What follows belongs to an exercise in optimizing a design on an open flow for small area, a short achievable clock period and few clock cycles per item; a production flow would make more cautious choices. In this exercise RTL edits were held to simulation tests only and were not proved equivalent to the original.

## run A
// upsample_csc
module upsample_csc (
    input  logic        clk,
    input  logic        resetn,
    input  logic        start,
    output logic        done,
    input  logic [15:0] sram_read_data,
    output logic [15:0] sram_write_data,
    output logic [17:0] sram_address,
    output logic        sram_we_n
);
Size in the first run: about 2500 cells after synthesis, roughly 55 I/O pins, roughly 23000 um2 of cells after synthesis.
Settings: LEC_CHECK=0, ABC_AREA=1, CAP_MARGIN=20, CORE_MARGIN=2, CORE_UTILIZATION=40, PLACE_DENSITY=0.6, SLEW_MARGIN=20; clock period 11.0 ns.
standard.sh (not shown) runs the stock make flow with config.mk's settings and CLKGATE_MAP_FILE= SYNTH_SCRIPT=/design/flow/synth_recipe.tcl, a recipe that flattens the netlist after the stock synthesis.
==> flow/flow/run.sh <==
#!/bin/bash
# Own layout flow: the standard synthesis unchanged, then the standard ORFS steps with
# stronger timing repair (a larger setup margin, all endpoints) and faster port buffers.
# Each step's full output goes to a log file in the work folder.
set -euo pipefail
bash standard.sh synth > synth.log 2>&1
bash standard.sh SETUP_SLACK_MARGIN=9 TNS_END_PERCENT=100 \
     BUFFER_PORTS_ARGS="-buffer_cell sky130_fd_sc_hd__buf_4" finish > layout.log 2>&1
Testbench counts of run A, summed over its fixed seeds: cycles 960,155, pixels 384,000.
--- input diff run A..run B ---
-- flow/flow/run.sh --
<<< run A, line 6
bash standard.sh synth > synth.log 2>&1
bash standard.sh SETUP_SLACK_MARGIN=9 TNS_END_PERCENT=100 \
     BUFFER_PORTS_ARGS="-buffer_cell sky130_fd_sc_hd__buf_4" finish > layout.log 2>&1
>>> run B, line 6
bash standard.sh synth > synth.log 2>&1
bash standard.sh SETUP_SLACK_MARGIN=8 TNS_END_PERCENT=100 \
     BUFFER_PORTS_ARGS="-buffer_cell sky130_fd_sc_hd__buf_4" finish > layout.log 2>&1
--- outcome ---
Compared run B vs run A, and total vias in the final route is down in run B. The time the final worst path needs with I/O delays and setup in run B was higher than what run A gave. Register-to-register slack in run B is 0.06 ns lower than in run A. Comparing run A and run B, layout overhead on the synthesized area is lower on run B. Going from run A to run B, via count of the first global-routing pass shrank by a few percent. Against run A, top achievable clock speed in run B fell slightly.
Here is what was changed in the inputs of run C compared with run B.
-- flow/flow/run.sh --
<<< run B, line 6
bash standard.sh synth > synth.log 2>&1
bash standard.sh SETUP_SLACK_MARGIN=8 TNS_END_PERCENT=100 \
     BUFFER_PORTS_ARGS="-buffer_cell sky130_fd_sc_hd__buf_4" finish > layout.log 2>&1
>>> run C, line 6
bash standard.sh synth > synth.log 2>&1
bash standard.sh SETUP_SLACK_MARGIN=6.4 TNS_END_PERCENT=100 \
     BUFFER_PORTS_ARGS="-buffer_cell sky130_fd_sc_hd__buf_4" finish > layout.log 2>&1
Results
Run C | status: complete | timing, DRC, antenna: pass. Changes observed in run C relative to run B: via count of the first global-routing pass went down about 5.5%, hold slack saw little to no change, overall global routing resource usage decreased by 0.85 points relative to the old numbers.
### run C -> run D
-- flow/flow/run.sh --
<<< run C, line 6
bash standard.sh synth > synth.log 2>&1
bash standard.sh SETUP_SLACK_MARGIN=6.4 TNS_END_PERCENT=100 \
     BUFFER_PORTS_ARGS="-buffer_cell sky130_fd_sc_hd__buf_4" finish > layout.log 2>&1
>>> run D, line 6
bash standard.sh synth > synth.log 2>&1
bash standard.sh SETUP_SLACK_MARGIN=7 TNS_END_PERCENT=100 \
     BUFFER_PORTS_ARGS="-buffer_cell sky130_fd_sc_hd__buf_4" finish > layout.log 2>&1
--- outcome ---
For run C, the slowest library cell on the worst path was sky130_fd_sc_hd__fa_2, unlike run D, where it was sky130_fd_sc_hd__fa_1.
Every stage of the flow completed for run D, and the final layout passed the timing, design-rule and antenna checks.
Run D — length of routed met2 wiring 4.3% higher, run C as reference
When run D is set beside run C, its utilization after layout turns out to be 2.5 points larger.
Detailed-routed wire length on met3 is lower on run D
Diff run C -> run D: routability congestion estimate saw a decrease; buffer and inverter count on the worst path saw a decrease; setup slack saw an increase; length of routed wiring on met1 saw an increase.


upsample_csc, a different RTL version from the one above (not shown whole).
Size: about 2000 cells after synthesis, roughly 440 flip-flops, roughly 24000 um2 of cells after synthesis.
Settings: LEC_CHECK=0, ABC_AREA=0, CAP_MARGIN=20, CORE_MARGIN=2, CORE_UTILIZATION=55, PLACE_DENSITY=0.7, SLEW_MARGIN=20, SYNTH_HIERARCHICAL=1, SYNTH_MINIMUM_KEEP_SIZE=0; clock period 11.0 ns.
==> flow/flow/run.sh <==
#!/bin/bash
# Own layout flow: the standard synthesis unchanged, then the standard ORFS steps with
# stronger timing repair (a larger setup margin, all endpoints) and faster port buffers.
# Each step's full output goes to a log file in the work folder.
set -euo pipefail
bash standard.sh synth > synth.log 2>&1
bash standard.sh SETUP_SLACK_MARGIN=7.5 TNS_END_PERCENT=100 \
     BUFFER_PORTS_ARGS="-buffer_cell sky130_fd_sc_hd__buf_4" finish > layout.log 2>&1
The starting point finished with timing, DRC and antenna clean.
Testbench counts at the start, summed over its fixed seeds: cycles 960,175, pixels 384,000.
Change:
CORE_UTILIZATION = 40   (was 55)
PLACE_DENSITY = 0.6   (was 0.7)
What happened: The new run ran to the end with no violations; sequential share of layout area went down by 0.66 points; cell count went up by 8.7%; worst setup slack gets worse by 0.011 ns; final area went up by 1.8%; clock-buffer cell count went down by 3; core utilization went down by 16 points.
Change:
CORE_UTILIZATION = 55   (was 40)
CTS_CLUSTER_DIAMETER = 100   (was not set)
CTS_CLUSTER_SIZE = 33   (was not set)
PLACE_DENSITY = 0.7   (was 0.6)
=>
- cell count goes down by roughly a tenth
- synthesized area stays the same
- maximum frequency is higher slightly
- core utilization grows by 14 points
- via count does not change
- worst setup slack improved by 0.024 ns
- design area fell by a few percent
Change:
ABC_CLOCK_PERIOD_IN_PS = 3500   (was not set)
CTS_CLUSTER_DIAMETER = not set   (was 100)
CTS_CLUSTER_SIZE = not set   (was 33)
The new run finished clean.
Die area does not change.
Core utilization is higher by 2.2 points.
Cell count is higher by about 2%.
Clock skew stays flat.
Sequential cell count is unchanged.
Count of clock-buffer cells in the layout is higher by 38.
Routed wire length is higher by about 2.5%.
Area after synthesis does not change.
Critical path depth does not change.
Change:
--- a/flow/flow/run.sh
+++ b/flow/flow/run.sh
@@ -6,3 +6,3 @@
 bash standard.sh synth > synth.log 2>&1
-bash standard.sh SETUP_SLACK_MARGIN=7.5 TNS_END_PERCENT=100 \
+bash standard.sh SETUP_SLACK_MARGIN=7.7 TNS_END_PERCENT=100 \
      BUFFER_PORTS_ARGS="-buffer_cell sky130_fd_sc_hd__buf_4" finish > layout.log 2>&1
ABC_CLOCK_PERIOD_IN_PS = not set   (was 3500)
CTS_CLUSTER_DIAMETER = 100   (was not set)
CTS_CLUSTER_SIZE = 28   (was not set)
Result:
- utilization falls by 1.3 points
- final area is lower by 2.0%
- via count drops by 0.85%
- routed wire length came out lower by 2.5%
- worst setup slack loses 0.0051 ns
- die area is unchanged

==> what the ideal ports hide <==
Ports are ideal in the flow. The routed layouts listed here were re-timed in OpenROAD. Step 1 assumes that a clkbuf_16 drives the clock port and a buf_2 every other input. Step 2 also shifts input and output timing later by t, the mid clock arrival at the registers, as if the neighbouring blocks saw the same clock. a / b / c = no drivers / after step 1 / after step 2; a / b = the first two.
run | shift t [ns] | setup WS [ns] | hold WS [ns] | clock arrival spread, ns
run A | 0.629 | 6.530 / 6.530 / 6.530 | 0.415 / 0.415 / 0.415 | 0.015 / 0.015
run B | 0.625 | 6.465 / 6.465 / 6.465 | 0.417 / 0.417 / 0.417 | 0.040 / 0.041
run C | 0.636 | 6.453 / 6.453 / 6.453 | 0.415 / 0.415 / 0.415 | 0.016 / 0.016
run D | 0.636 | 6.517 / 6.517 / 6.517 | 0.417 / 0.417 / 0.417 | 0.058 / 0.058
the first run of note 2 | 0.639 | 7.558 / 7.502 / 7.627 | 0.327 / 0.327 / 0.327 | 0.037 / 0.037
the second run of note 2 | 0.645 | 7.547 / 7.490 / 7.604 | 0.326 / 0.326 / 0.326 | 0.025 / 0.026
the third run of note 2 | 0.607 | 7.571 / 7.515 / 7.635 | 0.339 / 0.339 / 0.339 | 0.038 / 0.038
the fourth run of note 2 | 0.639 | 7.558 / 7.502 / 7.627 | 0.327 / 0.327 / 0.327 | 0.037 / 0.037
the fifth run of note 2 | 0.623 | 7.552 / 7.493 / 7.644 | 0.328 / 0.328 / 0.328 | 0.040 / 0.040
After both steps setup and hold are still met in every run listed.
